What follows belongs to an exercise in optimizing a design on an open flow for small area, a short achievable clock period and few clock cycles; a production flow would make more cautious choices. RTL that was checked went through simulation tests only; none was proved equivalent to the original. The RTL of runs 5 and 6 was laid out without a check of its function. No activity file was given, so power comes from the tool's default toggle rates.

File: flow/design.v
module radd #(parameter W = 8) (input logic [W-1:0] a, input logic [W-1:0] b, input logic ci,
                               output logic [W-1:0] s, output logic co);
  logic [W:0] c;
  assign c[0] = ci;
  for (genvar i = 0; i < W; i++) begin : g
    assign s[i] = a[i] ^ b[i] ^ c[i];
    assign c[i+1] = (a[i] & b[i]) | (a[i] & c[i]) | (b[i] & c[i]);
  end
  assign co = c[W];
endmodule
module rge #(parameter W = 8) (input logic [W-1:0] a, input logic [W-1:0] b, output logic ge);
  logic [W:0] c;
  assign c[0] = 1'b1;
  for (genvar i = 0; i < W; i++) begin : g
    assign c[i+1] = (a[i] & ~b[i]) | (a[i] & c[i]) | (~b[i] & c[i]);
  end
  assign ge = c[W];
endmodule
module circle_cand(input logic [7:0] xc, input logic [6:0] yc,
                   input logic [7:0] a, input logic [7:0] b, input logic sx, input logic sy,
                   input logic [7:0] xlo, input logic [7:0] xhi,
                   input logic [7:0] ylo, input logic [7:0] yhi,
                   output logic [7:0] x, output logic [7:0] y, output logic pass);
  logic [7:0] X, Y;
  logic cx_, cy_;
  radd #(8) ax(.a(xc), .b(a ^ {8{sx}}), .ci(sx), .s(X), .co(cx_));
  radd #(8) ay(.a({1'b0, yc}), .b(b ^ {8{sy}}), .ci(sy), .s(Y), .co(cy_));
  assign x = X;
  assign y = Y;
  logic xge, xle, yge, yle;
  rge #(8) c1(.a({~X[7], X[6:0]}), .b({~xlo[7], xlo[6:0]}), .ge(xge));
  rge #(8) c2(.a({~xhi[7], xhi[6:0]}), .b({~X[7], X[6:0]}), .ge(xle));
  rge #(8) c3(.a(Y), .b(ylo), .ge(yge));
  rge #(8) c4(.a(yhi), .b(Y), .ge(yle));
  logic xin, yin;
  assign xin = (cx_ == sx) && !(X[7] && (X[6:5] != 2'b00));
  assign yin = (cy_ == sy) && !Y[7] && !(Y[6:3] == 4'b1111);
  assign pass = xin && yin && xge && xle && yge && yle;
endmodule
module reuleaux(input logic clk, input logic rst_n, input logic [2:0] colour,
                input logic [7:0] centre_x, input logic [6:0] centre_y, input logic [7:0] diameter,
                input logic start, output logic done,
                output logic [7:0] vga_x, output logic [6:0] vga_y,
                output logic [2:0] vga_colour, output logic vga_plot);
localparam IDLE  = 3'd0;
localparam SET1  = 3'd1;
localparam SET2  = 3'd2;
localparam RUN   = 3'd3;
localparam FIN   = 3'd4;
localparam DONE  = 3'd5;
logic [2:0] state;
logic [2:0] col;
logic [7:0] x3, d, y1, y3;
logic [1:0] ci;                  
logic sx, sy, sw;                
logic [7:0] xc;                  
logic [7:0] ox, oy;
logic [9:0] crit;                
logic [7:0] px;
logic [6:0] py;
logic plot_r, done_r;
assign vga_x = px;
assign vga_y = py;
assign vga_colour = col;
assign vga_plot = plot_r;
assign done = done_r;
logic [7:0] t5; logic c5;
radd #(8) m1(.a({2'b00, d[7:2]}), .b(d), .ci(1'b0), .s(t5), .co(c5));
logic [10:0] d5;
assign d5 = {c5, t5, d[1:0]};
logic [8:0] u37; logic c37;
radd #(9) m2(.a({3'b000, d5[10:5]}), .b({1'b0, d}), .ci(1'b0), .s(u37), .co(c37));
logic [13:0] d37;
assign d37 = {u37, d5[4:0]};
logic [3:0] cc;
always_comb begin
  case (d[7:5])
    3'd0: cc = 4'd0;
    3'd1: cc = 4'd2;
    3'd2: cc = 4'd4;
    3'd3: cc = 4'd5;
    3'd4: cc = 4'd7;
    3'd5: cc = 4'd9;
    3'd6: cc = 4'd10;
    default: cc = 4'd12;
  endcase
end
logic [13:0] r37; logic cr;
radd #(14) m5(.a(d37), .b(~{10'd0, cc}), .ci(1'b1), .s(r37), .co(cr));
logic [7:0] h3;
assign h3 = r37[13:6];
logic [7:0] y1s, y3s;
logic [7:0] x1, x2, y1d; logic cx1, cx2, cyd;
radd #(8) m8(.a(x3), .b({1'b0, d[7:1]}), .ci(1'b0), .s(x1), .co(cx1));
radd #(8) m9(.a(x3), .b(~{1'b0, d[7:1]}), .ci(1'b1), .s(x2), .co(cx2));
radd #(8) m10(.a(y1), .b(d), .ci(1'b0), .s(y1d), .co(cyd));
logic nowrap;
assign nowrap = !cx1 && cx2;
logic ov1, ov2, e1, e2, e3;
assign ov1 = !x3[7] && x1[7];
assign ov2 = x3[7] && !x2[7];
assign e1 = x3[7];
assign e2 = ov1;
assign e3 = ov1 || ov2;
logic norm, norm_s;              
assign norm = nowrap && !y1[7] && (d[7:1] != 7'd0);
assign norm_s = nowrap && !y1s[7] && (d[7:1] != 7'd0);
logic [7:0] xlo, xhi, yhi;
logic [6:0] yc;
always_comb begin
  case (ci)
    2'd0: begin yc = y1[6:0]; xlo = 8'd0; xhi = x3; yhi = y1; end
    2'd1: begin yc = y1[6:0]; xlo = x3;   xhi = x1; yhi = y1; end
    default: begin yc = y3[6:0]; xlo = x2; xhi = x1; yhi = y1d; end
  endcase
end
function automatic [7:0] centre(input logic [1:0] c, input logic [7:0] a1, input logic [7:0] a2,
                                input logic [7:0] a3);
  case (c)
    2'd0: centre = a1;
    2'd1: centre = a2;
    default: centre = a3;
  endcase
endfunction
function automatic [2:0] oct_first(input logic [1:0] c, input logic n);
  if (!n) oct_first = 3'b000;
  else case (c)
    2'd0: oct_first = 3'b110;
    2'd1: oct_first = 3'b010;
    default: oct_first = 3'b001;
  endcase
endfunction
logic past3;                     
logic oy0;
assign oy0 = (oy == 8'd0);
logic it_done;
logic [2:0] oct_nx;
always_comb begin
  if (!norm) begin
    it_done = !sx && sy && sw;
    oct_nx = sw ? {!sy, sx, 1'b0} : {sx, sy, 1'b1};
  end else if (ci != 2'd2) begin
    it_done = sw || !past3;
    oct_nx = {sx, sy, 1'b1};
  end else begin
    it_done = sx || oy0;
    oct_nx = {1'b1, sy, sw};
  end
end
logic [7:0] xv, yv;
logic ok;
circle_cand cand(.xc(xc), .yc(yc), .a(sw ? oy : ox), .b(sw ? ox : oy), .sx(sx), .sy(sy),
                 .xlo(xlo), .xhi(xhi), .ylo(y3), .yhi(yhi), .x(xv), .y(yv), .pass(ok));
assign y3s = xv;
assign y1s = yv;
logic dec;
assign dec = !crit[9] || (&crit);
logic [7:0] oy_n; logic coy;
radd #(8) m11(.a(oy), .b(8'd0), .ci(1'b1), .s(oy_n), .co(coy));
logic [7:0] ox_n; logic cox;
radd #(8) m12(.a(ox), .b({8{dec}}), .ci(1'b0), .s(ox_n), .co(cox));
logic [9:0] k1, crit_n; logic ck1, ckn;
radd #(10) m13(.a(crit), .b({1'b0, oy_n, 1'b1}), .ci(1'b0), .s(k1), .co(ck1));
radd #(10) m14(.a(k1), .b(dec ? ~{1'b0, ox_n, 1'b0} : 10'd0), .ci(dec), .s(crit_n), .co(ckn));
logic le_n;
rge #(9) m15(.a({1'b0, ox_n}), .b({coy, oy_n}), .ge(le_n));
rge #(8) m16(.a(oy), .b({1'b0, d[7:1]}), .ge(past3));
logic cont;
assign cont = le_n && !(dec && !cox) && !(ci == 2'd2 && nowrap && past3);
logic [1:0] ci_nx;
logic fin_nx;
always_comb begin
  fin_nx = 1'b0;
  ci_nx = 2'd2;
  if (ci == 2'd0 && !e2) ci_nx = 2'd1;
  else if (ci != 2'd2 && !e3) ci_nx = 2'd2;
  else fin_nx = 1'b1;
end
logic [1:0] ci_0;
logic none;
always_comb begin
  none = 1'b0;
  ci_0 = 2'd2;
  if (!e1) ci_0 = 2'd0;
  else if (!e2) ci_0 = 2'd1;
  else if (!e3) ci_0 = 2'd2;
  else none = 1'b1;
end
logic [2:0] state_nx;
always_comb begin
  state_nx = state;
  case (state)
    IDLE: if (start) state_nx = SET1;
    SET1: state_nx = SET2;
    SET2: state_nx = none ? DONE : RUN;
    RUN: if (it_done && !cont && fin_nx) state_nx = ok ? FIN : DONE;
    FIN: state_nx = DONE;
    default: ;
  endcase
end
always_ff @(posedge clk or negedge rst_n) begin
  if (!rst_n) begin
    state <= IDLE;
    done_r <= 1'b0;
  end else begin
    state <= state_nx;
    done_r <= (state_nx == DONE);
  end
end
always_ff @(posedge clk) begin
  x3 <= centre_x;
  d <= diameter;
  col <= colour;
  px <= xv;
  py <= yv[6:0];
  plot_r <= (state == RUN) && ok;
  case (state)
    IDLE: begin
      xc <= {1'b0, centre_y};
      y1 <= {1'b0, centre_y};
      y3 <= {1'b0, centre_y};
    end
    SET1: begin
      oy <= h3;
      ox <= {1'b0, h3[7:1]};
      {sx, sy, sw} <= 3'b101;
    end
    SET2: begin
      y1 <= y1s;
      y3 <= y3s;
      ci <= ci_0;
      xc <= centre(ci_0, x1, x2, x3);
      {sx, sy, sw} <= oct_first(ci_0, norm_s);
      ox <= d;
      oy <= 8'd0;
      crit <= {2'b11, ~d};
    end
    RUN: begin
      begin
        if (!it_done) {sx, sy, sw} <= oct_nx;
        else if (cont) begin
          {sx, sy, sw} <= oct_first(ci, norm);
          ox <= ox_n;
          oy <= oy_n;
          crit <= crit_n;
        end else begin
          ci <= ci_nx;
          xc <= centre(ci_nx, x1, x2, x3);
          {sx, sy, sw} <= oct_first(ci_nx, norm);
          ox <= d;
          oy <= 8'd0;
          crit <= {2'b11, ~d};
        end
      end
    end
    default: ;
  endcase
end
endmodule
File: flow/flow/run.sh
#!/bin/bash
# Layout: the standard flow (standard.sh, ORFS synthesis to finish), with
# the port buffers that ORFS inserts on every input and output made
# sky130_fd_sc_hd__buf_2 instead of the default delay-buffer cell, which is
# slow on the port paths. The whole make output goes to standard.log in this
# folder; ORFS also keeps a log of each step under orfs/logs.
set -euo pipefail
export BUFFER_PORTS_ARGS="-buffer_cell sky130_fd_sc_hd__buf_2"
bash standard.sh > standard.log 2>&1
File: flow/constraint.sdc
create_clock -name core_clock -period 34.0 [get_ports {clk}]
set_input_delay 6.8000 -clock core_clock [delete_from_list [all_inputs] [get_ports {clk}]]
set_output_delay 6.8000 -clock core_clock [all_outputs]
set_load 0.01 [all_outputs]
File: flow/config.mk
export PLATFORM = sky130hd
export DESIGN_NAME = reuleaux
export DESIGN_NICKNAME = reuleaux
export VERILOG_FILES = /design/flow/design.v
export SDC_FILE = /design/flow/constraint.sdc
export NUM_CORES = 4
export LEC_CHECK = 0
export CAP_MARGIN = 20
export CORE_MARGIN = 2
export CORE_UTILIZATION = 78
export SLEW_MARGIN = 20
File: flow/standard.sh
#!/bin/bash
# synth_recipe.tcl (not shown) runs the flow's synth.tcl, then flattens the netlist and writes it again
# the make line also repeats each setting of config.mk as NAME=value (left out here)
make -C /OpenROAD-flow-scripts/flow DESIGN_CONFIG=/design/flow/config.mk WORK_HOME=/design/flow/orfs CLKGATE_MAP_FILE= SYNTH_SCRIPT=/design/flow/synth_recipe.tcl "${@:-finish}"
==> results of run 1 <==
==> routing by layer <==
| layer | global-route usage [%] | up-vias |
|---|---|---|
| li1 | - | 2622 |
| met1 | 51.00 | 2831 |
| met2 | 62.36 | 390 |
| met3 | 10.31 | 82 |
| met4 | 17.49 | 0 |
| met5 | 0 | - |
==> cells in the final DEF, fill, tap and decap left out, types with 5 or more instances in the layout <==
cell type	instances
a211oi_1	11
maj3_1	6
o22ai_1	14
fa_1	62
a21o_1	10
maj3_2	6
nor2b_1	10
xor2_1	7
xnor2_1	21
nor2_1	35
a22oi_1	8
buf_2	48
nand2_1	80
nand3_1	6
clkbuf_8	9
a21oi_1	54
a221o_1	5
dfxtp_1	35
o21ai_0	35
edfxtp_1	55
a31oi_1	6
o21ai_1	17
inv_1	77
nor3_1	10
or2_1	6
ha_1	31
mux2i_1	27
==> state kept, by name (all words and copies together), names as in the netlist, 3 cells and up <==
name and flops:
oy 8, py 7, px 8, col 3
xc 8, y3 8, state 3, y1 8
x3 8, ox 8, d 8, crit 10
==> worst max path at each step <==
| stage | from | end | slack (ns) |
|---|---|---|---|
| floorplan | centre_y[0] | xc[0] | 26.66 |
| global placement | start | state[0] | 26.52 |
| detailed placement | start | state[0] | 26.47 |
| CTS | done_r | done | 26.33 |
| global route | done_r | done | 26.31 |
| finish | done_r | done | 26.33 |
==> power by group through the flow <==
stage / sequential [W] / clock (W) / combinational (W)
detailed placement: 0.000206 / 0 / 0.000549
finish: 0.000205 / 0.0000738 / 0.000571
global placement: 0.000204 / 0 / 0.000524
floorplan: 0.000195 / 0 / 0.000404
CTS: 0.000203 / 0.0000728 / 0.000556
global route: 0.000208 / 0.0000776 / 0.000619
==> cell families after synthesis <==
kind of cell,after synthesis,share of synthesized area (%)
buf+inv,110,6.025
simple gates,178,11.96
fa+ha+maj,105,24.31
flops,94,33.93
compound gates,185,16.14
xor+xnor,28,3.393
mux,30,4.242
==> layout make-up <==
type,count,area [sq um]
multi-input combinational,526,4339
sequential,94,2452
fill,532,1415
inverter,81,304.0
timing repair buffer,52,270.3
tap,111,138.9
clock buffer,9,123.9
clock inverter,7,65.06
==> through the flow <==
| stage | setup WS (ns) | utilization [%] |
|---|---|---|
| detailed placement | 26.47 | 82.39 |
| floorplan | 26.66 | - |
| global route | 26.31 | 84.46 |
| CTS | 26.33 | 84.46 |
| finish | 26.33 | 84.46 |
| global placement | 26.52 | 82.39 |
==> summary.txt, run 1 <==
worst relative slew slack=32.15%; FF-to-FF path depth=17; CP Max Fanout=1; Most used DFF post-synth=edfxtp_1; Placed Area=7505 sq um; crit-path max cell delay=0.37 ns; Hold Crit Endpoint=ox[5]; routed length on met2=8903 microns; top-area cell type share of the netlist area=22.85%; met3 wire length=2062 microns; initial antenna violation count=0; DR DRC count=0; Pwr Density=110.5 nW/um^2; P_int=0.0004203 W; Tightest Pin Transition=1.017 ns; layout cells sized above 1=11.83%; count leader, synth=nand2_1; hold_buf cts=0; Via density=6.733; I/O Buffers=48; Num CTS Buffers=9; max-slew violations=0; Crit-path slowest cell=dfrtp_1; top cells by area in the synthesized netlist=edfxtp_1, fa_1, dfxtp_1, ha_1, nand2_1; Post-layout nets=886; global-route wire length before repair=29730 microns; core area=9109 sq um; outcome=timing/DRC/antenna clean; Die W=100.3 microns; post-synthesis cell area=7227 sq um; async set or reset register ratio after synthesis=4.255%; total number of vias=5925; clock power share=8.7%; worst path required time=27.20 ns; DIE AREA=10050 sq um; synthesis-stage register bit count=94; buffer count from post-CTS setup fixing=0; combinational cell fraction of total power=67.2%; Routed wire per std cell=21.18 microns; Finished Layout Cells=880; reg2reg start=crit[8]; Hold Vio Cnt, Final=0; Max VDD drop=0.00005184 V; Top Ports=49; Tmin final=7.668 ns; worst clock skew=0.02070 ns; largest net degree at the start of global routing=42; First DRT Iteration DRCs=568; Net Sw Power=0.0004295 W; Worst-path clk slew=0.11 ns; root buf cell=clkbuf_8; WL met1=6851 microns; Worst Hold Class=reg2reg; sequential element share of the synthesized area=33.93%; Critical Path Stages=1; Total Power=0.0008498 W; Max Fclk=0.1304 GHz; Net Sw Frac=50.54%; vias in the first global route=5764; die height=100.3 microns; period utilization=22.55%; R2R setup slack=27.56 ns; syn avg cell area=9.900 sq um; clock insertion delay at the later pin of the skew report=0.38 ns; highest routed layer=met4; reg2reg end=xc[2]; Area growth, synth to finish=6.458%; Critical path buffers and inverters=1; Top delay family on crit path=flip-flops; RSZ-0062 raised after global routing=no; clk sinks=94; net count after synthesis=852; Total GRT Usage=39.20%; Max-cap violations=0; ant diodes=0; global route total overflow=0; Placer Congestion=1.012; CP Class=reg2out; post-DP HPWL=13790 microns; CP endpoint kind=primary output; sequential share of power=24.1%; leading area contributor after synthesis=edfxtp_1; H-tree depth=3; commonest cells in the netlist=nand2_1, inv_1, fa_1, edfxtp_1, a21oi_1; Final Cell Area=7694 sq um; DRT Pass-1 Iters=5; leakage power=3.275 nW; Hold WS=0.6873 ns; hold depth=1; CP Cell Sequence=buf_2; element type at the critical path start=register; crit path DAT=0.87 ns; CTS tree=yes; count of cell types in the netlist=70; YS warnings=1; Setup TNS Final=0 ns; Final ANT Viol Nets=0; Initial Util=79.34%; placed cell count=864; Mapped Cells=730; Setup-failing EPs final=0; num rows=35; Resize count post-CTS=0; Hold Startpoint=d[5]; final WL=18640 microns; EDFF count, synth=55; clock buffer depth=2
Testbench counts, summed over its fixed seeds: cycles 36,137.
==> run 2: changes to the inputs <==
--- a/flow/config.mk
+++ b/flow/config.mk
@@ -8,4 +8,4 @@
 export CAP_MARGIN = 20
 export CORE_MARGIN = 2
-export CORE_UTILIZATION = 78
+export CORE_UTILIZATION = 70
 export SLEW_MARGIN = 20
==> run 2 against run 1 <==
Net effect:
- core utilization decreased by 8.4 points
- still clean on timing, DRC and antenna
- cell area grew 0.75%
- register-to-register slack barely moved
==> summary.txt, run 2 <==
outcome=timing/DRC/antenna clean (unchanged); global route total overflow=0 (unchanged); CP Max Fanout=1 (unchanged); commonest non-fill, non-tap cell in the layout=nand2_1 (unchanged); syn avg cell area=9.900 sq um (unchanged); count of cell types in the netlist=70 (unchanged); Die W=105.6 microns (was 100.3 microns); Initial Util=70.96% (was 79.34%); EDFF count, synth=55 (unchanged); setup slack after layout=26.32 ns (was 26.33 ns); CP Class=reg2out (unchanged); Worst Hold Class=reg2reg (unchanged); Total GRT Usage=35.19% (was 39.20%); most frequent cells in the layout=nand2_1, inv_1, fa_1, edfxtp_1, a21oi_1 (unchanged); Mapped Cells=730 (unchanged); RSZ-0062 raised after global routing=no (unchanged); sequential element share of the synthesized area=33.93% (unchanged); highest routed layer=met4 (unchanged); Num CTS Buffers=9 (unchanged); Hold Vio Cnt, Final=0 (unchanged); Via density=6.396 (was 6.733); Pwr Density=108.8 nW/um^2 (was 110.5 nW/um^2); Tightest Pin Transition=0.9702 ns (was 1.017 ns); Crit-path slowest cell=dfrtp_1 (unchanged); Critical path buffers and inverters=1 (unchanged); leading area contributor after synthesis=edfxtp_1 (unchanged); ant diodes=0 (unchanged); Top Ports=49 (unchanged); clock insertion delay at the later pin of the skew report=0.38 ns (about the same); YS warnings=1 (unchanged); initial antenna violation count=0 (unchanged); DRT Pass-1 Iters=7 (was 5); worst path required time=27.20 ns (about the same); root buf cell=clkbuf_8 (unchanged); Placer Congestion=0.9794 (was 1.012); crit path DAT=0.88 ns (was 0.87 ns); total number of vias=5788 (was 5925); I/O Buffers=48 (unchanged); routed length on met2=8589 microns (was 8903 microns); Setup TNS Final=0 ns (unchanged); Routed wire per std cell=20.70 microns (was 21.18 microns); Resize count post-CTS=0 (unchanged); count leader, synth=nand2_1 (unchanged); clock buffer depth=2 (unchanged); post-place setup slack=26.47 ns (about the same); element type at the critical path start=register (unchanged); top cells by area in the synthesized netlist=edfxtp_1, fa_1, dfxtp_1, ha_1, nand2_1 (unchanged); core area=10180 sq um (was 9109 sq um); met3 wire length=1567 microns (was 2062 microns); commonest cells in the netlist=nand2_1, inv_1, fa_1, edfxtp_1, a21oi_1 (unchanged); final WL=18730 microns (was 18640 microns); worst relative slew slack=35.25% (was 32.15%); worst clock skew=0.008834 ns (was 0.02070 ns); period utilization=22.58% (was 22.55%); post-DP HPWL=14170 microns (was 13790 microns); buffer count from post-CTS setup fixing=0 (unchanged); Max-cap violations=0 (unchanged); Setup-failing EPs final=0 (unchanged); Post-layout nets=886 (unchanged); Max VDD drop=0.00005993 V (was 0.00005184 V); post-synthesis cell area=7227 sq um (unchanged); net count after synthesis=852 (unchanged); Most flops, register=crit (unchanged); WL met1=7476 microns (was 6851 microns); Tmin final=7.677 ns (was 7.668 ns); crit-path max cell delay=0.37 ns (about the same); Worst-path clk slew=0.10 ns (was 0.11 ns); Max Fclk=0.1303 GHz (was 0.1304 GHz); vias in the first global route=5717 (was 5764); leakage power=3.283 nW (was 3.275 nW); max-slew violations=0 (unchanged); die height=105.6 microns (was 100.3 microns); DIE AREA=11150 sq um (was 10050 sq um); layout cells sized above 1=11.70% (was 11.83%); max FFs per register=10 (unchanged); CTS tree=yes (unchanged); First DRT Iteration DRCs=659 (was 568); async set or reset register ratio after synthesis=4.255% (unchanged); num rows=37 (was 35); DR DRC count=0 (unchanged); clk sinks=94 (unchanged); global-route wire length before repair=29690 microns (was 29730 microns); largest net degree at the start of global routing=42 (unchanged); Area growth, synth to finish=7.254% (was 6.458%); CP Cell Sequence=buf_2 (unchanged); Fillers=712 (was 532); top-area cell type share of the netlist area=22.85% (unchanged); CP endpoint kind=primary output (unchanged); Top delay family on crit path=flip-flops (unchanged); Most used DFF post-synth=edfxtp_1 (unchanged); synthesis-stage register bit count=94 (unchanged); hold_buf cts=0 (unchanged); H-tree depth=3 (unchanged); Final ANT Viol Nets=0 (unchanged)
run 2: per-stage QoR:
step	utilization [%]	hold WS [ns]	instance area (sq um)	power (W)	instances
2_1_floorplan	-	0.5083	7227	0.0005993	730
3_3_place_gp	73.99	0.6690	7536	0.0007337	889
6_report	76.11	0.6939	7751	0.0008430	905
5_1_grt	76.11	0.7459	7751	0.0009063	905
3_5_place_dp	73.99	0.6708	7536	0.0007498	889
4_1_cts	76.11	0.6998	7751	0.0008320	905
run 2: cell type report:
cell class | instances | area (sq um) | share of cell area (%)
clock inverter | 5 | 62.56 | 0.8071
clock buffer | 11 | 152.6 | 1.969
multi-input combinational | 526 | 4339 | 55.98
timing repair buffer | 52 | 270.3 | 3.487
inverter | 81 | 304.0 | 3.923
sequential | 94 | 2452 | 31.64
tap | 136 | 170.2 | 2.195
run 2: cell families (layout without fill, tap and decap cells):
family	after synthesis	count (layout)	synth area share, %
muxes	30	30	4.242
AOI/OAI and AO/OA	185	185	16.14
DFF	94	94	33.93
xor gates and xnor gates	28	28	3.393
adders and majority gates	105	105	24.31
and+or+nand+nor	178	178	11.96
buffers and inverters	110	149	6.025
run 2: worst paths after layout:
check                        start        to  slack, ns  cells after the start
max                         done_r      done      26.32                      1
min                        crit[9]   crit[9]       0.69                      3
max reg2reg                crit[7]     xc[1]      27.55                     18
min reg2reg                crit[9]   crit[9]       0.69                      3
max in group asynchronous    rst_n  state[1]      27.67                      1
min in group asynchronous    rst_n  state[0]       6.21                      1
run 2: power by group:
| group | internal, W | switching, W |
|---|---|---|
| combinational | 0.000219 | 0.000335 |
| sequential | 0.000171 | 0.0000349 |
| clock | 0.0000391 | 0.0000440 |
| total | 0.000429 | 0.000414 |
run 2: routing by layer:
metal	up-vias	track usage (%)
met4	0	20.21
met1	2771	47.93
met5	-	0
met3	60	5.195
li1	2616	-
met2	341	54.29
==> run 3: changes to the inputs <==
==> flow/flow/run.sh (replaced) <==
#!/bin/bash
# Layout: the standard flow (standard.sh, ORFS synthesis to finish), with
# two changes: the port buffers that ORFS inserts on every input and output
# are sky130_fd_sc_hd__buf_2 instead of the default delay-buffer cell, which
# is slow on the port paths, and clock tree synthesis adds no dummy loads.
# The whole make output goes to standard.log in this folder; ORFS also keeps
# a log of each step under orfs/logs.
set -euo pipefail
export BUFFER_PORTS_ARGS="-buffer_cell sky130_fd_sc_hd__buf_2"
export CTS_ARGS="-sink_clustering_enable -repair_clock_nets -dont_use_dummy_load"
bash standard.sh > standard.log 2>&1
==> run 3 against run 2 <==
Net effect:
- cell area decreased by 1.2%
- non-clock buffer count unchanged
- die area unchanged
- cell count decreased by 0.77%
- fmax increased by 0.12%
- via count decreased by 0.59%
- critical path type unchanged
- clock skew increased by 0.016 ns
- critical endpoint unchanged
==> summary.txt, run 3 <==
core area=10180 sq um (unchanged); setup slack after layout=26.33 ns (was 26.32 ns); Most flops, register=crit (unchanged); Area growth, synth to finish=5.990% (was 7.254%); layout cells sized above 1=11.02% (was 11.70%); largest net degree at the start of global routing=42 (unchanged); Max Fclk=0.1304 GHz (was 0.1303 GHz); leading area contributor after synthesis=edfxtp_1 (unchanged); ant diodes=0 (unchanged); Die W=105.6 microns (unchanged); top cells by area in the synthesized netlist=edfxtp_1, fa_1, dfxtp_1, ha_1, nand2_1 (unchanged); DIE AREA=11150 sq um (unchanged); met1 global-route usage=47.49% (was 47.93%); DR DRC count=0 (unchanged); Hold WS=0.6916 ns (was 0.6939 ns); Max VDD drop=0.00005976 V (was 0.00005993 V); worst clock skew=0.02471 ns (was 0.008834 ns); outcome=timing/DRC/antenna clean (unchanged); top-area cell type share of the netlist area=22.85% (unchanged); GR Util met2=54.75% (was 54.29%); CP Max Fanout=1 (unchanged); total number of vias=5754 (was 5788); CP Cell Sequence=buf_2 (unchanged); Critical path buffers and inverters=1 (unchanged); crit-path max cell delay=0.37 ns (about the same); Setup TNS Final=0 ns (unchanged); I/O Buffers=48 (unchanged); root buf cell=clkbuf_8 (unchanged); RSZ-0062 raised after global routing=no (unchanged); most frequent cells in the layout=nand2_1, inv_1, fa_1, edfxtp_1, a21oi_1 (unchanged); Placer Congestion=0.9794 (unchanged); clk sinks=94 (unchanged); leakage power=3.246 nW (was 3.283 nW); CP Class=reg2out (unchanged); worst relative slew slack=36.46% (was 35.25%); hold_buf cts=0 (unchanged); Top delay family on crit path=flip-flops (unchanged); YS warnings=1 (unchanged); period utilization=22.55% (was 22.58%); net count after synthesis=852 (unchanged); initial antenna violation count=0 (unchanged); Tightest Pin Transition=0.9521 ns (was 0.9702 ns); num rows=37 (unchanged); commonest cells in the netlist=nand2_1, inv_1, fa_1, edfxtp_1, a21oi_1 (unchanged); Total GRT Usage=35.02% (was 35.19%); Hold Vio Cnt, Final=0 (unchanged); max-slew violations=0 (unchanged); Via density=6.408 (was 6.396); Num CTS Buffers=9 (unchanged); global-route wire length before repair=29480 microns (was 29690 microns); GR Util met3=5.195% (unchanged); Setup-failing EPs final=0 (unchanged); final WL=18650 microns (was 18730 microns); Post-layout nets=886 (unchanged); buffer count from post-CTS setup fixing=0 (unchanged); Pwr Density=107.1 nW/um^2 (was 108.8 nW/um^2); Max-cap violations=0 (unchanged); CP endpoint kind=primary output (unchanged); Final Cell Area=7660 sq um (was 7751 sq um); Routed wire per std cell=20.76 microns (was 20.70 microns); Most used DFF post-synth=edfxtp_1 (unchanged); Placed Area=7536 sq um (unchanged); async set or reset register ratio after synthesis=4.255% (unchanged); CTS tree=yes (unchanged); Top Ports=49 (unchanged); Worst Hold Class=reg2reg (unchanged); gr busiest metal=met2 (unchanged); worst path required time=27.20 ns (about the same); commonest non-fill, non-tap cell in the layout=nand2_1 (unchanged); syn avg cell area=9.900 sq um (unchanged); post-place setup slack=26.47 ns (unchanged); vias in the first global route=5619 (was 5717); clock buffer depth=2 (unchanged); element type at the critical path start=register (unchanged); synthesis-stage register bit count=94 (unchanged); post-synthesis cell area=7227 sq um (unchanged); Tmin final=7.668 ns (was 7.677 ns); Crit-path slowest cell=dfrtp_1 (unchanged); die height=105.6 microns (unchanged); Resize count post-CTS=0 (unchanged); count leader, synth=nand2_1 (unchanged); clock insertion delay at the later pin of the skew report=0.38 ns (about the same); max FFs per register=10 (unchanged); First DRT Iteration DRCs=642 (was 659); DRT Pass-1 Iters=5 (was 7); EDFF count, synth=55 (unchanged); H-tree depth=3 (unchanged); Final ANT Viol Nets=0 (unchanged); sequential element share of the synthesized area=33.93% (unchanged); global route total overflow=0 (unchanged); Mapped Cells=730 (unchanged); Worst-path clk slew=0.08 ns (was 0.10 ns); post-DP HPWL=14170 microns (unchanged); count of cell types in the netlist=70 (unchanged); Total Power=0.0008204 W (was 0.0008430 W); crit path DAT=0.87 ns (was 0.88 ns); Initial Util=70.96% (unchanged)
-- run 3: area by class of cell --
cell class	instances	area, sq um
clock buffer	9	123.9
fill	727	2525
inverter	81	304.0
multi-input combinational	526	4339
sequential	94	2452
tap	136	170.2
timing repair buffer	52	270.3
-- run 3: stage by stage --
step / std cells / utilization (%)
floorplan: 730 / -
global placement: 889 / 73.99
detailed placement: 889 / 73.99
CTS: 898 / 75.21
global route: 898 / 75.21
finish: 898 / 75.21
-- run 3: kinds of logic after synthesis --
group / count (synthesis) / synth area share (%)
xor gates and xnor gates: 28 / 3.393
DFF: 94 / 33.93
adders and majority gates: 105 / 24.31
muxes: 30 / 4.242
buffers and inverters: 110 / 6.025
AOI/OAI and AO/OA: 185 / 16.14
and+or+nand+nor: 178 / 11.96
-- run 3: path summary, 6_finish.rpt --
| check | start | endpoint | slack, ns | cells after the start |
|---|---|---|---|---|
| max reg2reg | crit[6] | xc[1] | 27.61 | 18 |
| min in group asynchronous | rst_n | state[0] | 6.22 | 1 |
| max | done_r | done | 26.33 | 1 |
| min | crit[9] | crit[9] | 0.69 | 3 |
| max in group asynchronous | rst_n | state[1] | 27.67 | 1 |
| min reg2reg | crit[9] | crit[9] | 0.69 | 3 |
-- run 3: where the power goes --
part	total (W)	internal (W)	switching (W)
sequential	0.000206	0.000171	0.0000350
clock	0.0000607	0.0000238	0.0000369
combinational	0.000554	0.000219	0.000335
total	0.000820	0.000413	0.000407
-- run 3: layer usage --
metal,vias up,share of wire [%]
met2,357,47
met5,-,0
li1,2604,-
met1,2737,40
met4,0,4.9
met3,56,8.8
==> run 4: changes to the inputs <==
--- a/flow/config.mk
+++ b/flow/config.mk
@@ -8,4 +8,4 @@
 export CAP_MARGIN = 20
 export CORE_MARGIN = 2
-export CORE_UTILIZATION = 70
+export CORE_UTILIZATION = 78
 export SLEW_MARGIN = 20
==> run 4 against run 3 <==
Net effect:
- cell count fell by 2.8%
- via count is 2.2% higher
- clock power fell by 1%
- flip-flop and latch count unchanged
- synthesized cell count did not move
- worst setup slack gained 0.019 ns
- largest power group unchanged
- highest routed layer unchanged
- non-clock buffer count is the same
- critical path type unchanged
- sequential power about the same
==> summary.txt, run 4 <==
CTS tree=yes (unchanged); First DRT Iteration DRCs=537 (was 642); max FFs per register=10 (unchanged); core area=9109 sq um (was 10180 sq um); ant diodes=0 (unchanged); leakage power=3.246 nW (unchanged); H-tree depth=3 (unchanged); post-synthesis cell area=7227 sq um (unchanged); Num CTS Buffers=9 (unchanged); leading area contributor after synthesis=edfxtp_1 (unchanged); Most flops, register=crit (unchanged); syn avg cell area=9.900 sq um (unchanged); crit path DAT=0.85 ns (was 0.87 ns); net count after synthesis=852 (unchanged); Worst-path clk slew=0.09 ns (was 0.08 ns); R2R setup slack=27.55 ns (was 27.61 ns); count of cell types in the netlist=70 (unchanged); clock insertion delay at the later pin of the skew report=0.37 ns (was 0.38 ns); global-route wire length before repair=29390 microns (was 29480 microns); Crit-path slowest cell=dfrtp_1 (unchanged); element type at the critical path start=register (unchanged); clk sinks=94 (unchanged); worst clock skew=0.03729 ns (was 0.02471 ns); DR DRC count=0 (unchanged); initial antenna violation count=0 (unchanged); num rows=35 (was 37); Pwr Density=109.1 nW/um^2 (was 107.1 nW/um^2); clock power share=7.2% (was 7.4%); async set or reset register ratio after synthesis=4.255% (unchanged); reg2reg start=crit[8] (was crit[6]); Setup TNS Final=0 ns (unchanged); clock buffer depth=2 (unchanged); Total Power=0.0008323 W (was 0.0008204 W); die height=100.3 microns (was 105.6 microns); Mapped Cells=730 (unchanged); P_int=0.0004156 W (was 0.0004133 W); Max Fclk=0.1307 GHz (was 0.1304 GHz); Final ANT Viol Nets=0 (unchanged); crit-path max cell delay=0.36 ns (was 0.37 ns); Critical path origin=done_r (unchanged); Top Ports=49 (unchanged); Hold Startpoint=d[5] (was crit[9]); Setup-failing EPs final=0 (unchanged); vias in the first global route=5726 (was 5619); Worst Hold Class=reg2reg (unchanged); Resize count post-CTS=0 (unchanged); Most used DFF post-synth=edfxtp_1 (unchanged); WL met1=6732 microns (was 7374 microns); DRT Pass-1 Iters=7 (was 5); Top delay family on crit path=flip-flops (unchanged); post-DP HPWL=13790 microns (was 14170 microns); YS warnings=1 (unchanged); Net Sw Power=0.0004166 W (was 0.0004071 W); CP endpoint kind=primary output (unchanged); Die W=100.3 microns (was 105.6 microns); worst relative slew slack=33.38% (was 36.46%); commonest cells in the netlist=nand2_1, inv_1, fa_1, edfxtp_1, a21oi_1 (unchanged); count leader, synth=nand2_1 (unchanged); hold_buf cts=0 (unchanged); sequential share of power=24.6% (was 25.1%); RSZ-0062 raised after global routing=no (unchanged); top-area cell type share of the netlist area=22.85% (unchanged); Via density=6.734 (was 6.408); CP Cell Sequence=buf_2 (unchanged); top cells by area in the synthesized netlist=edfxtp_1, fa_1, dfxtp_1, ha_1, nand2_1 (unchanged); Initial Util=79.34% (was 70.96%); commonest non-fill, non-tap cell in the layout=nand2_1 (unchanged); max-slew violations=0 (unchanged); largest net degree at the start of global routing=42 (unchanged); layout cells sized above 1=11.02% (unchanged); Net Sw Frac=50.06% (was 49.62%); highest routed layer=met4 (unchanged); Routed wire per std cell=21.04 microns (was 20.76 microns); sequential element share of the synthesized area=33.93% (unchanged); worst path required time=27.20 ns (about the same); global route total overflow=0 (unchanged); Critical path buffers and inverters=1 (unchanged); Area growth, synth to finish=5.558% (was 5.990%); routed length on met2=8761 microns (was 8718 microns); most frequent cells in the layout=nand2_1, inv_1, fa_1, edfxtp_1, a21oi_1 (unchanged); Tmin final=7.649 ns (was 7.668 ns); synthesis-stage register bit count=94 (unchanged); Max VDD drop=0.00004917 V (was 0.00005976 V); met3 wire length=2073 microns (was 1642 microns); outcome=timing/DRC/antenna clean (unchanged); EDFF count, synth=55 (unchanged); root buf cell=clkbuf_8 (unchanged); Post-layout nets=886 (unchanged); DIE AREA=10050 sq um (was 11150 sq um); Hold Vio Cnt, Final=0 (unchanged); CP Class=reg2out (unchanged); Max-cap violations=0 (unchanged); buffer count from post-CTS setup fixing=0 (unchanged); total number of vias=5879 (was 5754); final WL=18370 microns (was 18650 microns); Tightest Pin Transition=0.9982 ns (was 0.9521 ns); period utilization=22.50% (was 22.55%); Placer Congestion=1.012 (was 0.9794); Total GRT Usage=38.77% (was 35.02%); CP Max Fanout=1 (unchanged); I/O Buffers=48 (unchanged); combinational cell fraction of total power=68.2% (was 67.5%)
-- run 4: final timing paths --
| path | cells after the start | to |
|---|---|---|
| setup / recovery | 1 | done |
| min in group asynchronous | 1 | done_r |
| max in group asynchronous | 1 | state[2] |
| hold reg to reg | 1 | ox[5] |
| hold / removal | 1 | ox[5] |
| setup reg to reg | 17 | xc[7] |
-- run 4: area by class of cell --
cell class,instances,area [sq um]
clock buffer,9,123.9
fill,544,1480
sequential,94,2452
timing repair buffer,52,270.3
inverter,81,304.0
multi-input combinational,526,4339
tap,111,138.9
-- run 4: cell families (layout without fill, tap and decap cells) --
family                     Yosys count  count (layout)  synth area share [%]
muxes                               30              30                 4.242
buffers and inverters              110             142                 6.025
AOI/OAI and AO/OA                  185             185                 16.14
and+or+nand+nor                    178             178                 11.96
xor gates and xnor gates            28              28                 3.393
DFF                                 94              94                 33.93
adders and majority gates          105             105                 24.31
-- run 4: layer usage --
metal  global-route usage [%]  vias up
li1                         -     2608
met1                    51.14     2803
met2                    61.54      386
met3                    9.262       82
met4                    17.39        0
met5                        0        -
-- run 4: power by group through the flow --
stage               Combinational (W)  Sequential, W   Clock, W
CTS                          0.000554       0.000203  0.0000592
global route                 0.000617       0.000208  0.0000635
global placement             0.000524       0.000204          0
finish                       0.000568       0.000205  0.0000600
floorplan                    0.000404       0.000195          0
detailed placement           0.000549       0.000206          0
-- run 4: metrics by stage --
stage | setup slack [ns] | std cells | instance area (sq um) | hold slack [ns] | utilization [%]
global placement | 26.52 | 864 | 7505 | 0.6445 | 82.39
detailed placement | 26.47 | 864 | 7505 | 0.6572 | 82.39
finish | 26.35 | 873 | 7629 | 0.6831 | 83.75
global route | 26.33 | 873 | 7629 | 0.6856 | 83.75
CTS | 26.35 | 873 | 7629 | 0.6550 | 83.75
floorplan | 26.66 | 730 | 7227 | 0.5083 | -
-- run 4: worst reg2reg max path, delay by kind of cell (launching register included) --
family | cells | cell delay [ns]
adders and majority gates | 6 | 2.69
and+or+nand+nor | 4 | 1.61
AOI/OAI and AO/OA | 4 | 0.78
buffers and inverters | 3 | 0.59
DFF | 1 | 0.41
==> run 5: changes to the inputs <==
--- a/flow/design.v
+++ b/flow/design.v
@@ -52,5 +52,5 @@
 logic [2:0] col;
 logic [7:0] x3, d, y1, y3;
-logic [1:0] ci;                  
+logic [2:0] ci;                  
 logic sx, sy, sw;                
 logic [7:0] xc;                  
@@ -109,25 +109,16 @@
 logic [6:0] yc;
 always_comb begin
-  case (ci)
-    2'd0: begin yc = y1[6:0]; xlo = 8'd0; xhi = x3; yhi = y1; end
-    2'd1: begin yc = y1[6:0]; xlo = x3;   xhi = x1; yhi = y1; end
-    default: begin yc = y3[6:0]; xlo = x2; xhi = x1; yhi = y1d; end
-  endcase
-end
-function automatic [7:0] centre(input logic [1:0] c, input logic [7:0] a1, input logic [7:0] a2,
+  yc = ({7{!ci[2]}} & y1[6:0]) | ({7{ci[2]}} & y3[6:0]);
+  xlo = ({8{ci[1]}} & x3) | ({8{ci[2]}} & x2);
+  xhi = ({8{ci[0]}} & x3) | ({8{!ci[0]}} & x1);
+  yhi = ({8{!ci[2]}} & y1) | ({8{ci[2]}} & y1d);
+end
+function automatic [7:0] centre(input logic [2:0] c, input logic [7:0] a1, input logic [7:0] a2,
                                 input logic [7:0] a3);
-  case (c)
-    2'd0: centre = a1;
-    2'd1: centre = a2;
-    default: centre = a3;
-  endcase
+  centre = ({8{c[0]}} & a1) | ({8{c[1]}} & a2) | ({8{c[2]}} & a3);
 endfunction
-function automatic [2:0] oct_first(input logic [1:0] c, input logic n);
+function automatic [2:0] oct_first(input logic [2:0] c, input logic n);
   if (!n) oct_first = 3'b000;
-  else case (c)
-    2'd0: oct_first = 3'b110;
-    2'd1: oct_first = 3'b010;
-    default: oct_first = 3'b001;
-  endcase
+  else oct_first = {c[0], !c[2], c[2]};
 endfunction
 logic past3;                     
@@ -140,5 +131,5 @@
     it_done = !sx && sy && sw;
     oct_nx = sw ? {!sy, sx, 1'b0} : {sx, sy, 1'b1};
-  end else if (ci != 2'd2) begin
+  end else if (!ci[2]) begin
     it_done = sw || !past3;
     oct_nx = {sx, sy, 1'b1};
@@ -167,22 +158,22 @@
 rge #(8) m16(.a(oy), .b({1'b0, d[7:1]}), .ge(past3));
 logic cont;
-assign cont = le_n && !(dec && !cox) && !(ci == 2'd2 && nowrap && past3);
-logic [1:0] ci_nx;
+assign cont = le_n && !(dec && !cox) && !(ci[2] && nowrap && past3);
+logic [2:0] ci_nx;
 logic fin_nx;
 always_comb begin
   fin_nx = 1'b0;
-  ci_nx = 2'd2;
-  if (ci == 2'd0 && !e2) ci_nx = 2'd1;
-  else if (ci != 2'd2 && !e3) ci_nx = 2'd2;
+  ci_nx = 3'b100;
+  if (ci[0] && !e2) ci_nx = 3'b010;
+  else if (!ci[2] && !e3) ci_nx = 3'b100;
   else fin_nx = 1'b1;
 end
-logic [1:0] ci_0;
+logic [2:0] ci_0;
 logic none;
 always_comb begin
   none = 1'b0;
-  ci_0 = 2'd2;
-  if (!e1) ci_0 = 2'd0;
-  else if (!e2) ci_0 = 2'd1;
-  else if (!e3) ci_0 = 2'd2;
+  ci_0 = 3'b100;
+  if (!e1) ci_0 = 3'b001;
+  else if (!e2) ci_0 = 3'b010;
+  else if (!e3) ci_0 = 3'b100;
   else none = 1'b1;
 end
--- a/flow/config.mk
+++ b/flow/config.mk
@@ -8,4 +8,4 @@
 export CAP_MARGIN = 20
 export CORE_MARGIN = 2
-export CORE_UTILIZATION = 78
+export CORE_UTILIZATION = 70
 export SLEW_MARGIN = 20
==> run 5 against run 4 <==
Net effect:
- still clean
- die area grew 10%
- worst setup slack lost 0.027 ns
- clock-buffer cell count is the same
- critical endpoint unchanged
- highest routed layer unchanged
==> summary.txt, run 5 <==
layout cells sized above 1=10.90% (was 11.02%); YS warnings=1 (unchanged); async set or reset register ratio after synthesis=4.211% (was 4.255%); Total GRT Usage=33.77% (was 38.77%); Most used DFF post-synth=edfxtp_1 (unchanged); Mapped Cells=689 (was 730); Post-layout nets=849 (was 886); num rows=36 (was 35); crit-path max cell delay=0.37 ns (was 0.36 ns); DIE AREA=11060 sq um (was 10050 sq um); die height=105.2 microns (was 100.3 microns); Fillers=684 (was 544); hold_buf cts=0 (unchanged); clk sinks=95 (was 94); initial antenna violation count=0 (unchanged); H-tree depth=3 (unchanged); Initial Util=72.60% (was 79.34%); top-area cell type share of the netlist area=23.48% (was 22.85%); Tightest Pin Transition=1.156 ns (was 0.9982 ns); worst relative slew slack=22.91% (was 33.38%); Worst Hold Class=reg2reg (unchanged); Critical path buffers and inverters=1 (unchanged); Max-cap violations=0 (unchanged); worst path required time=27.20 ns (about the same); Top Ports=49 (unchanged); CP endpoint kind=primary output (unchanged); global-route wire length before repair=28350 microns (was 29390 microns); count of cell types in the netlist=75 (was 70); Die W=105.2 microns (was 100.3 microns); Max VDD drop=0.00004681 V (was 0.00004917 V); placed cell count=849 (was 864); Most flops, register=crit (unchanged); CP Max Fanout=1 (unchanged); leakage power=3.247 nW (was 3.246 nW); Crit-path slowest cell=dfrtp_1 (unchanged); max-slew violations=0 (unchanged); leading area contributor after synthesis=edfxtp_1 (unchanged); Area growth, synth to finish=6.167% (was 5.558%); Via density=6.524 (was 6.734); CP Class=reg2out (unchanged); final WL=17800 microns (was 18370 microns); DRT Pass-1 Iters=7 (unchanged); sequential share of power=27.9% (was 24.6%); sequential element share of the synthesized area=34.66% (was 33.93%); Net Sw Frac=47.06% (was 50.06%); largest net degree at the start of global routing=29 (was 42); EDFF count, synth=56 (was 55); Routed wire per std cell=20.74 microns (was 21.04 microns); RSZ-0062 raised after global routing=no (unchanged); clock power share=8.6% (was 7.2%); Num CTS Buffers=9 (unchanged); worst clock skew=0.03777 ns (was 0.03729 ns); Hold Vio Cnt, Final=0 (unchanged); Pwr Density=90.98 nW/um^2 (was 109.1 nW/um^2); global route total overflow=0 (unchanged); buffer count from post-CTS setup fixing=0 (unchanged); syn avg cell area=10.39 sq um (was 9.900 sq um); I/O Buffers=48 (unchanged); CTS tree=yes (unchanged); period utilization=22.58% (was 22.50%); element type at the critical path start=register (unchanged); Resize count post-CTS=0 (unchanged); Final ANT Viol Nets=0 (unchanged); Setup TNS Final=0 ns (unchanged); First DRT Iteration DRCs=603 (was 537); Setup-failing EPs final=0 (unchanged); count leader, synth=inv_1 (was nand2_1); combinational cell fraction of total power=63.5% (was 68.2%); Net Sw Power=0.0003255 W (was 0.0004166 W); Placer Congestion=0.9832 (was 1.012); clock insertion delay at the later pin of the skew report=0.38 ns (was 0.37 ns); root buf cell=clkbuf_8 (unchanged); clock buffer depth=2 (unchanged); DR DRC count=0 (unchanged); net count after synthesis=811 (was 852); vias in the first global route=5572 (was 5726); total number of vias=5598 (was 5879); commonest cells in the netlist=inv_1, fa_1, edfxtp_1, nand2_1, nor2_1 (was nand2_1, inv_1, fa_1, edfxtp_1, a21oi_1); ant diodes=0 (unchanged); core area=9864 sq um (was 9109 sq um); P_int=0.0003662 W (was 0.0004156 W); post-DP HPWL=13740 microns (was 13790 microns); CP Cell Sequence=buf_2 (unchanged); Tmin final=7.677 ns (was 7.649 ns); Top delay family on crit path=flip-flops (unchanged); Finished Layout Cells=858 (was 873); commonest non-fill, non-tap cell in the layout=inv_1 (was nand2_1); post-synthesis cell area=7162 sq um (was 7227 sq um); max FFs per register=10 (unchanged); most frequent cells in the layout=inv_1, fa_1, edfxtp_1, nand2_1, buf_2 (was nand2_1, inv_1, fa_1, edfxtp_1, a21oi_1); crit path DAT=0.88 ns (was 0.85 ns); Max Fclk=0.1303 GHz (was 0.1307 GHz); Worst-path clk slew=0.10 ns (was 0.09 ns); outcome=timing/DRC/antenna clean (unchanged); top cells by area in the synthesized netlist=edfxtp_1, fa_1, dfxtp_1, ha_1, mux2i_1 (was edfxtp_1, fa_1, dfxtp_1, ha_1, nand2_1); synthesis-stage register bit count=95 (was 94)
## run 5: cell types whose count changed in the layout (fill, tap and decap cells not counted), sizes merged, moves of 4 or more
cell    before  now
or2          6    2
nor3        11    7
mux2i       28   37
a221oi       2   10
a21oi       54   26
a222oi       0    4
nand2b       3   10
a211oi      11    7
o22ai       14    5
a22oi        8   12
o21ai       52   37
inv         80   89
nand2       80   54
## run 5: cells by family (layout without fill, tap and decap cells)
kind of cell               Yosys count  count (layout)  synth area share, %
buffers and inverters              116             152                6.586
DFF                                 95              95                34.66
and+or+nand+nor                    147             147                9.521
AOI/OAI and AO/OA                  160             160                15.81
xor gates and xnor gates            26              26                3.284
muxes                               40              40                5.695
adders and majority gates          105             105                24.44
## run 5: through the flow
stage	hold slack, ns	worst slack [ns]	total power [W]	utilization [%]	area (sq um)
2_1_floorplan	0.5243	26.66	0.0005082	-	7162
3_3_place_gp	0.5867	26.52	0.0006074	75.82	7480
3_5_place_dp	0.5978	26.49	0.0006247	75.82	7480
4_1_cts	0.6101	26.32	0.0006852	77.08	7604
5_1_grt	0.6353	26.12	0.0007466	77.08	7604
6_report	0.6126	26.32	0.0006918	77.08	7604
## run 5: worst paths after layout
check / end / startpoint / slack (ns) / cells past startpoint
max reg2reg: xc[4] / crit[5] / 26.58 / 19
min in group asynchronous: done_r / rst_n / 6.21 / 1
min reg2reg: px[0] / xc[0] / 0.61 / 1
max in group asynchronous: state[2] / rst_n / 27.65 / 1
max: done / done_r / 26.32 / 1
min: px[0] / xc[0] / 0.61 / 1
## run 5: power groups by stage
stage	clock, W	combinational [W]	sequential [W]
4_1_cts	0.0000604	0.000434	0.000191
6_report	0.0000598	0.000439	0.000193
3_3_place_gp	0	0.000415	0.000192
2_1_floorplan	0	0.000325	0.000184
5_1_grt	0.0000643	0.000487	0.000195
3_5_place_dp	0	0.000431	0.000194
## run 5: routing by layer
layer  routed length, microns  track usage [%]  vias to the layer above
li1                         -                -                     2507
met1                     7134            47.84                     2680
met2                     8160            51.72                      371
met3                     2040            7.236                       40
met4                      461            12.19                        0
met5                        0                0                        -
## run 5: layout make-up
class / count / area, sq um / area share [%]
clock buffers: 9 / 123.9 / 1.629
well taps: 133 / 166.4 / 2.189
flip-flops and latches: 95 / 2482 / 32.65
repair buffers: 53 / 277.8 / 3.653
multi-input cells: 478 / 4215 / 55.44
inverters: 90 / 337.8 / 4.443
==> run 6: changes to the inputs <==
--- a/flow/config.mk
+++ b/flow/config.mk
@@ -8,4 +8,4 @@
 export CAP_MARGIN = 20
 export CORE_MARGIN = 2
-export CORE_UTILIZATION = 70
+export CORE_UTILIZATION = 78
 export SLEW_MARGIN = 20
==> run 6 against run 5 <==
Net effect:
- still clean on timing, DRC and antenna
- sequential power is essentially flat
- global-route usage increased by 6.4 points
- worst setup slack barely moved
- via count is 4.3% higher
- fmax about the same
- clock skew down 0.0032 ns
- cell count shrank 3.0%
- non-clock buffer count fell by 1
- critical endpoint is now vga_x[2]
- largest power group unchanged
==> summary.txt, run 6 <==
outcome=timing/DRC/antenna clean (unchanged); Tightest Pin Transition=1.015 ns (was 1.156 ns); largest net degree at the start of global routing=32 (was 29); Synth Area in Compound Gates=15.81% (unchanged); Pwr Density=93.64 nW/um^2 (was 90.98 nW/um^2); Placer Congestion=0.9711 (was 0.9832); CP endpoint kind=primary output (unchanged); CP Max Fanout=1 (unchanged); post-place setup slack=26.49 ns (about the same); Tmin final=7.676 ns (was 7.677 ns); Critical Path Stages=1 (unchanged); Top Ports=49 (unchanged); H-tree depth=3 (unchanged); sequential element share of the synthesized area=34.66% (unchanged); layout cells sized above 1=11.05% (was 10.90%); vias in the first global route=5791 (was 5572); worst clock skew=0.03460 ns (was 0.03777 ns); Setup TNS Final=0 ns (unchanged); commonest non-fill, non-tap cell in the layout=inv_1 (unchanged); multiplexer share of the synthesized area=5.695% (unchanged); crit path DAT=0.88 ns (about the same); post-synthesis cell area=7162 sq um (unchanged); Initial Util=81.33% (was 72.60%); Most flops, register=crit (unchanged); FF-to-FF path depth=19 (unchanged); Hold Vio Cnt, Final=0 (unchanged); DRT Pass-1 Iters=8 (was 7); YS warnings=1 (unchanged); final WL=19280 microns (was 17800 microns); clock insertion delay at the later pin of the skew report=0.38 ns (about the same); leading area contributor after synthesis=edfxtp_1 (unchanged); count of cell types in the netlist=75 (unchanged); crit-path max cell delay=0.35 ns (was 0.37 ns); Post-Synth XOR/XNOR Area=3.284% (unchanged); clk sinks=95 (unchanged); Max VDD drop=0.00004249 V (was 0.00004681 V); EDFF count, synth=56 (unchanged); Worst Hold Class=reg2reg (unchanged); leakage power=3.242 nW (was 3.247 nW); Most used DFF post-synth=edfxtp_1 (unchanged); ant diodes=0 (unchanged); Post-Synth Simple-Gate Area=9.521% (unchanged); Routed wire per std cell=23.17 microns (was 20.74 microns); most frequent cells in the layout=inv_1, fa_1, edfxtp_1, nand2_1, buf_2 (unchanged); async set or reset register ratio after synthesis=4.211% (unchanged); total number of vias=5838 (was 5598); top cells by area in the synthesized netlist=edfxtp_1, fa_1, dfxtp_1, ha_1, mux2i_1 (unchanged); Mapped Cells=689 (unchanged); element type at the critical path start=register (unchanged); Area growth, synth to finish=5.678% (was 6.167%); highest routed layer=met4 (unchanged); post-DP HPWL=14800 microns (was 13740 microns); Placed Area=7443 sq um (was 7480 sq um); Crit-path slowest cell=dfxtp_1 (was dfrtp_1); setup slack after layout=26.32 ns (about the same); Max-cap violations=0 (unchanged); CP Class=reg2out (unchanged); hold_buf cts=0 (unchanged); worst relative slew slack=32.26% (was 22.91%); CTS tree=yes (unchanged); Max Fclk=0.1303 GHz (about the same); die height=99.82 microns (was 105.2 microns); CP Cell Sequence=buf_2 (unchanged); Num CTS Buffers=9 (unchanged); hold depth=1 (unchanged); syn avg cell area=10.39 sq um (unchanged); synthesis-stage register bit count=95 (unchanged); First DRT Iteration DRCs=745 (was 603); Final Cell Area=7569 sq um (was 7604 sq um); global route total overflow=0 (unchanged); Total Power=0.0007087 W (was 0.0006918 W); commonest cells in the netlist=inv_1, fa_1, edfxtp_1, nand2_1, nor2_1 (unchanged); max FFs per register=10 (unchanged); largest family of logic cells by synthesized area=adder cells (unchanged); period utilization=22.58% (about the same); DIE AREA=9964 sq um (was 11060 sq um); Worst-path clk slew=0.11 ns (was 0.10 ns); routed length on met2=8830 microns (was 8160 microns); Setup-failing EPs final=0 (unchanged); Final ANT Viol Nets=0 (unchanged); WL met1=6879 microns (was 7134 microns); clock buffer depth=2 (unchanged); top-area cell type share of the netlist area=23.48% (unchanged); buffer count from post-CTS setup fixing=0 (unchanged); global-route wire length before repair=30080 microns (was 28350 microns); core area=8806 sq um (was 9864 sq um); Top delay family on crit path=flip-flops (unchanged); DR DRC count=0 (unchanged); max-slew violations=0 (unchanged); R2R setup slack=27.03 ns (was 26.58 ns); I/O Buffers=48 (unchanged); count leader, synth=inv_1 (unchanged); net count after synthesis=811 (unchanged); Adder-Cell Fraction of Synth Area=24.44% (unchanged); initial antenna violation count=0 (unchanged); RSZ-0062 raised after global routing=no (unchanged); Via density=7.017 (was 6.524); Post-layout nets=848 (was 849); met3 wire length=2565 microns (was 2040 microns); root buf cell=clkbuf_8 (unchanged); Resize count post-CTS=0 (unchanged); Die W=99.82 microns (was 105.2 microns); worst path required time=27.20 ns (about the same); Total GRT Usage=40.15% (was 33.77%); Critical path buffers and inverters=1 (unchanged); num rows=34 (was 36)
run 6: cell counts after synthesis:
Identical to the previous run, type by type.
run 6: final timing paths:
check / startpoint / to
worst max-delay path: px[2] / vga_x[2]
worst min-delay path: xc[0] / px[0]
worst max register to register: crit[4] / xc[7]
worst min register to register: xc[0] / px[0]
max in group asynchronous: rst_n / state[0]
min in group asynchronous: rst_n / done_r
run 6: per-stage QoR:
| step | util, % | std cells | hold WS (ns) |
|---|---|---|---|
| detailed placement | 84.53 | 823 | 0.5933 |
| global route | 85.95 | 832 | 0.6554 |
| floorplan | - | 689 | 0.5243 |
| finish | 85.95 | 832 | 0.6394 |
| global placement | 84.53 | 823 | 0.5785 |
| CTS | 85.93 | 832 | 0.6251 |
run 6: power by group:
group,switching (W),leakage (nW),total (W),internal (W)
Combinational,0.000273,2.33,0.000454,0.000182
Sequential,0.0000311,0.847,0.000193,0.000162
Clock,0.0000376,0.0647,0.0000615,0.0000239
Total,0.000341,3.24,0.000709,0.000367
run 6: logic make-up (layout without fill, tap and decap cells):
family,count (synthesis),after routing
compound gates,160,160
simple gates,147,147
buf+inv,116,151
fa+ha+maj,105,105
flops,95,95
mux,40,40
xor+xnor,26,26
run 6: layout make-up:
| class | count | area [sq um] |
|---|---|---|
| Clock buffer | 9 | 123.9 |
| Fill cell | 468 | 1237 |
| Inverter | 90 | 337.8 |
| Multi-Input combinational cell | 478 | 4219 |
| Sequential cell | 95 | 2482 |
| Tap cell | 108 | 135.1 |
| Timing Repair Buffer | 52 | 270.3 |
run 6: layer usage:
layer / vias to the layer above / GRT usage (%)
li1: 2501 / -
met1: 2747 / 52.11
met2: 490 / 62.89
met3: 100 / 11.21
met4: 0 / 19.81
met5: - / 0
==> run 7: changes to the inputs <==
--- a/flow/design.v
+++ b/flow/design.v
@@ -228,19 +228,17 @@
     end
     RUN: begin
-      begin
-        if (!it_done) {sx, sy, sw} <= oct_nx;
-        else if (cont) begin
-          {sx, sy, sw} <= oct_first(ci, norm);
-          ox <= ox_n;
-          oy <= oy_n;
-          crit <= crit_n;
-        end else begin
-          ci <= ci_nx;
-          xc <= centre(ci_nx, x1, x2, x3);
-          {sx, sy, sw} <= oct_first(ci_nx, norm);
-          ox <= d;
-          oy <= 8'd0;
-          crit <= {2'b11, ~d};
-        end
+      if (!it_done) {sx, sy, sw} <= oct_nx;
+      else if (cont) begin
+        {sx, sy, sw} <= oct_first(ci, norm);
+        ox <= ox_n;
+        oy <= oy_n;
+        crit <= crit_n;
+      end else begin
+        ci <= ci_nx;
+        xc <= centre(ci_nx, x1, x2, x3);
+        {sx, sy, sw} <= oct_first(ci_nx, norm);
+        ox <= d;
+        oy <= 8'd0;
+        crit <= {2'b11, ~d};
       end
     end
--- a/flow/config.mk
+++ b/flow/config.mk
@@ -8,4 +8,4 @@
 export CAP_MARGIN = 20
 export CORE_MARGIN = 2
-export CORE_UTILIZATION = 78
+export CORE_UTILIZATION = 70
 export SLEW_MARGIN = 20
==> run 7 against run 6 <==
Net effect:
- clock-buffer cell count is the same
- critical path type unchanged
- still clean on timing, DRC and antenna
- cell count grew 3.1%
- clock power shrank 3%
- combinational power shrank 3%
==> summary.txt, run 7 <==
DRT Pass-1 Iters=7 (was 8); max FFs per register=10 (unchanged); YS warnings=1 (unchanged); post-layout util=77.08% (was 85.95%); largest net degree at the start of global routing=29 (was 32); clock buffer depth=2 (unchanged); Pwr Density=90.98 nW/um^2 (was 93.64 nW/um^2); Resize count post-CTS=0 (unchanged); commonest non-fill, non-tap cell in the layout=inv_1 (unchanged); clock insertion delay at the later pin of the skew report=0.38 ns (about the same); CTS tree=yes (unchanged); leakage power=3.247 nW (was 3.242 nW); top cells by area in the synthesized netlist=edfxtp_1, fa_1, dfxtp_1, ha_1, mux2i_1 (unchanged); Final Cell Area=7604 sq um (was 7569 sq um); FF-to-FF path depth=19 (unchanged); Max VDD drop=0.00004681 V (was 0.00004249 V); Worst Hold Class=reg2reg (unchanged); global-route wire length before repair=28350 microns (was 30080 microns); Tmin final=7.677 ns (was 7.676 ns); num rows=36 (was 34); Net Sw Power=0.0003255 W (was 0.0003414 W); EDFF count, synth=56 (unchanged); element type at the critical path start=register (unchanged); CP Class=reg2out (unchanged); Critical path buffers and inverters=1 (unchanged); total number of vias=5598 (was 5838); Die W=105.2 microns (was 99.82 microns); Worst-path clk slew=0.10 ns (was 0.11 ns); P_int=0.0003662 W (was 0.0003673 W); Tightest Pin Transition=1.156 ns (was 1.015 ns); period utilization=22.58% (about the same); CP endpoint kind=primary output (unchanged); crit-path max cell delay=0.37 ns (was 0.35 ns); Num CTS Buffers=9 (unchanged); Fillers=684 (was 468); leading area contributor after synthesis=edfxtp_1 (unchanged); net count after synthesis=811 (unchanged); Placer Congestion=0.9832 (was 0.9711); DIE AREA=11060 sq um (was 9964 sq um); outcome=timing/DRC/antenna clean (unchanged); sequential element share of the synthesized area=34.66% (unchanged); count of cell types in the netlist=75 (unchanged); die height=105.2 microns (was 99.82 microns); top-area cell type share of the netlist area=23.48% (unchanged); Routed wire per std cell=20.74 microns (was 23.17 microns); Max Fclk=0.1303 GHz (about the same); First DRT Iteration DRCs=603 (was 745); RSZ-0062 raised after global routing=no (unchanged); Critical Path Stages=1 (unchanged); clock power share=8.6% (was 8.7%); placed cell count=849 (was 823); clk sinks=95 (unchanged); Mapped Cells=689 (unchanged); syn avg cell area=10.39 sq um (unchanged); Placed Area=7480 sq um (was 7443 sq um); Hold Vio Cnt, Final=0 (unchanged); worst path required time=27.20 ns (about the same); global route total overflow=0 (unchanged); Initial Util=72.60% (was 81.33%); Setup-failing EPs final=0 (unchanged); Total GRT Usage=33.77% (was 40.15%); Setup TNS Final=0 ns (unchanged); crit path DAT=0.88 ns (about the same); commonest cells in the netlist=inv_1, fa_1, edfxtp_1, nand2_1, nor2_1 (unchanged); Finished Layout Cells=858 (was 832); Top Ports=49 (unchanged); combinational cell fraction of total power=63.5% (was 64.1%); synthesis-stage register bit count=95 (unchanged); Crit-path slowest cell=dfrtp_1 (was dfxtp_1); Post-layout nets=849 (was 848); Final ANT Viol Nets=0 (unchanged); Most used DFF post-synth=edfxtp_1 (unchanged); Max-cap violations=0 (unchanged); H-tree depth=3 (unchanged); DR DRC count=0 (unchanged); initial antenna violation count=0 (unchanged); buffer count from post-CTS setup fixing=0 (unchanged); CP Cell Sequence=buf_2 (unchanged); layout cells sized above 1=10.90% (was 11.05%); Top delay family on crit path=flip-flops (unchanged); most frequent cells in the layout=inv_1, fa_1, edfxtp_1, nand2_1, buf_2 (unchanged); Area growth, synth to finish=6.167% (was 5.678%); sequential share of power=27.9% (was 27.2%); max-slew violations=0 (unchanged); Most flops, register=crit (unchanged); hold depth=1 (unchanged); final WL=17800 microns (was 19280 microns); core area=9864 sq um (was 8806 sq um); CP Max Fanout=1 (unchanged); worst relative slew slack=22.91% (was 32.26%); async set or reset register ratio after synthesis=4.211% (unchanged); ant diodes=0 (unchanged); hold_buf cts=0 (unchanged); root buf cell=clkbuf_8 (unchanged); worst clock skew=0.03777 ns (was 0.03460 ns); Via density=6.524 (was 7.017); vias in the first global route=5572 (was 5791); post-DP HPWL=13740 microns (was 14800 microns); Net Sw Frac=47.06% (was 48.17%); count leader, synth=inv_1 (unchanged); post-synthesis cell area=7162 sq um (unchanged); I/O Buffers=48 (unchanged)
[run 7: cell counts after synthesis]
No cell type changed its count.
[run 7: layer usage]
| layer | wire length [microns] | track usage, % | vias to the layer above |
|---|---|---|---|
| met3 | 2040 | 7.236 | 40 |
| met4 | 461 | 12.19 | 0 |
| met2 | 8160 | 51.72 | 371 |
| met5 | 0 | 0 | - |
| met1 | 7134 | 47.84 | 2680 |
| li1 | - | - | 2507 |
[run 7: stage by stage]
| stage | hold slack [ns] | setup slack, ns | total power [W] |
|---|---|---|---|
| after floorplan | 0.5243 | 26.66 | 0.0005082 |
| after global placement | 0.5867 | 26.52 | 0.0006074 |
| after detailed placement | 0.5978 | 26.49 | 0.0006247 |
| after CTS | 0.6101 | 26.32 | 0.0006852 |
| after global routing | 0.6353 | 26.12 | 0.0007466 |
| final | 0.6126 | 26.32 | 0.0006918 |
[run 7: cell type report]
type	instances	area [sq um]	share of cell area [%]
clock buffer	9	123.9	1.629
multi-input combinational	478	4215	55.44
inverter	90	337.8	4.443
sequential	95	2482	32.65
tap	133	166.4	2.189
timing repair buffer	53	277.8	3.653
[run 7: power by group through the flow]
| stage | clock, W | combinational, W | sequential (W) |
|---|---|---|---|
| floorplan | 0 | 0.000325 | 0.000184 |
| global placement | 0 | 0.000415 | 0.000192 |
| detailed placement | 0 | 0.000431 | 0.000194 |
| CTS | 0.0000604 | 0.000434 | 0.000191 |
| global route | 0.0000643 | 0.000487 | 0.000195 |
| finish | 0.0000598 | 0.000439 | 0.000193 |
[run 7: logic make-up after synthesis]
group	Yosys count	share of synthesized area, %
compound gates	160	15.81
simple gates	147	9.521
buf+inv	116	6.586
fa+ha+maj	105	24.44
flops	95	34.66
mux	40	5.695
xor+xnor	26	3.284
[run 7: final timing paths]
kind	start	end	slack (ns)
max in group asynchronous	rst_n	state[2]	27.65
max	done_r	done	26.32
min in group asynchronous	rst_n	done_r	6.21
min reg2reg	xc[0]	px[0]	0.61
max reg2reg	crit[5]	xc[4]	26.58
min	xc[0]	px[0]	0.61
Testbench counts of run 7, summed over its fixed seeds: cycles 36,137.

## static timing again, ports no longer ideal
No port has a modelled driver above. Below, the same layouts with a new extraction and two added sets of constraints. Step 1: set_driving_cell puts a clkbuf_16 on clk and a buf_2 on each other input, an assumption about the parent block. Step 2, shift: input delay + t, output delay - t, t = (earliest + latest rising clock arrival at the registers) / 2. This alone moves slack from input paths to output paths. a / b / c = ideal ports / drivers / drivers and shift; a / b = the first two.
run	t, ns	setup WS [ns]	worst setup path at the end	worst slew at a driven data input, ns
run 1	0.402	26.332 / 26.297 / 26.433	input to register	0.03
run 2	0.408	26.323 / 26.286 / 26.445	input to register	0.03
run 3	0.405	26.332 / 26.296 / 26.416	input to register	0.03
run 4	0.386	26.351 / 26.316 / 26.438	input to register	0.03
run 5	0.391	26.323 / 26.288 / 26.494	input to register	0.03
run 6	0.391	26.324 / 26.291 / 26.504	input to register	0.06
run 7	0.391	26.323 / 26.288 / 26.494	input to register	0.03
After both steps setup and hold are still met in every run listed.
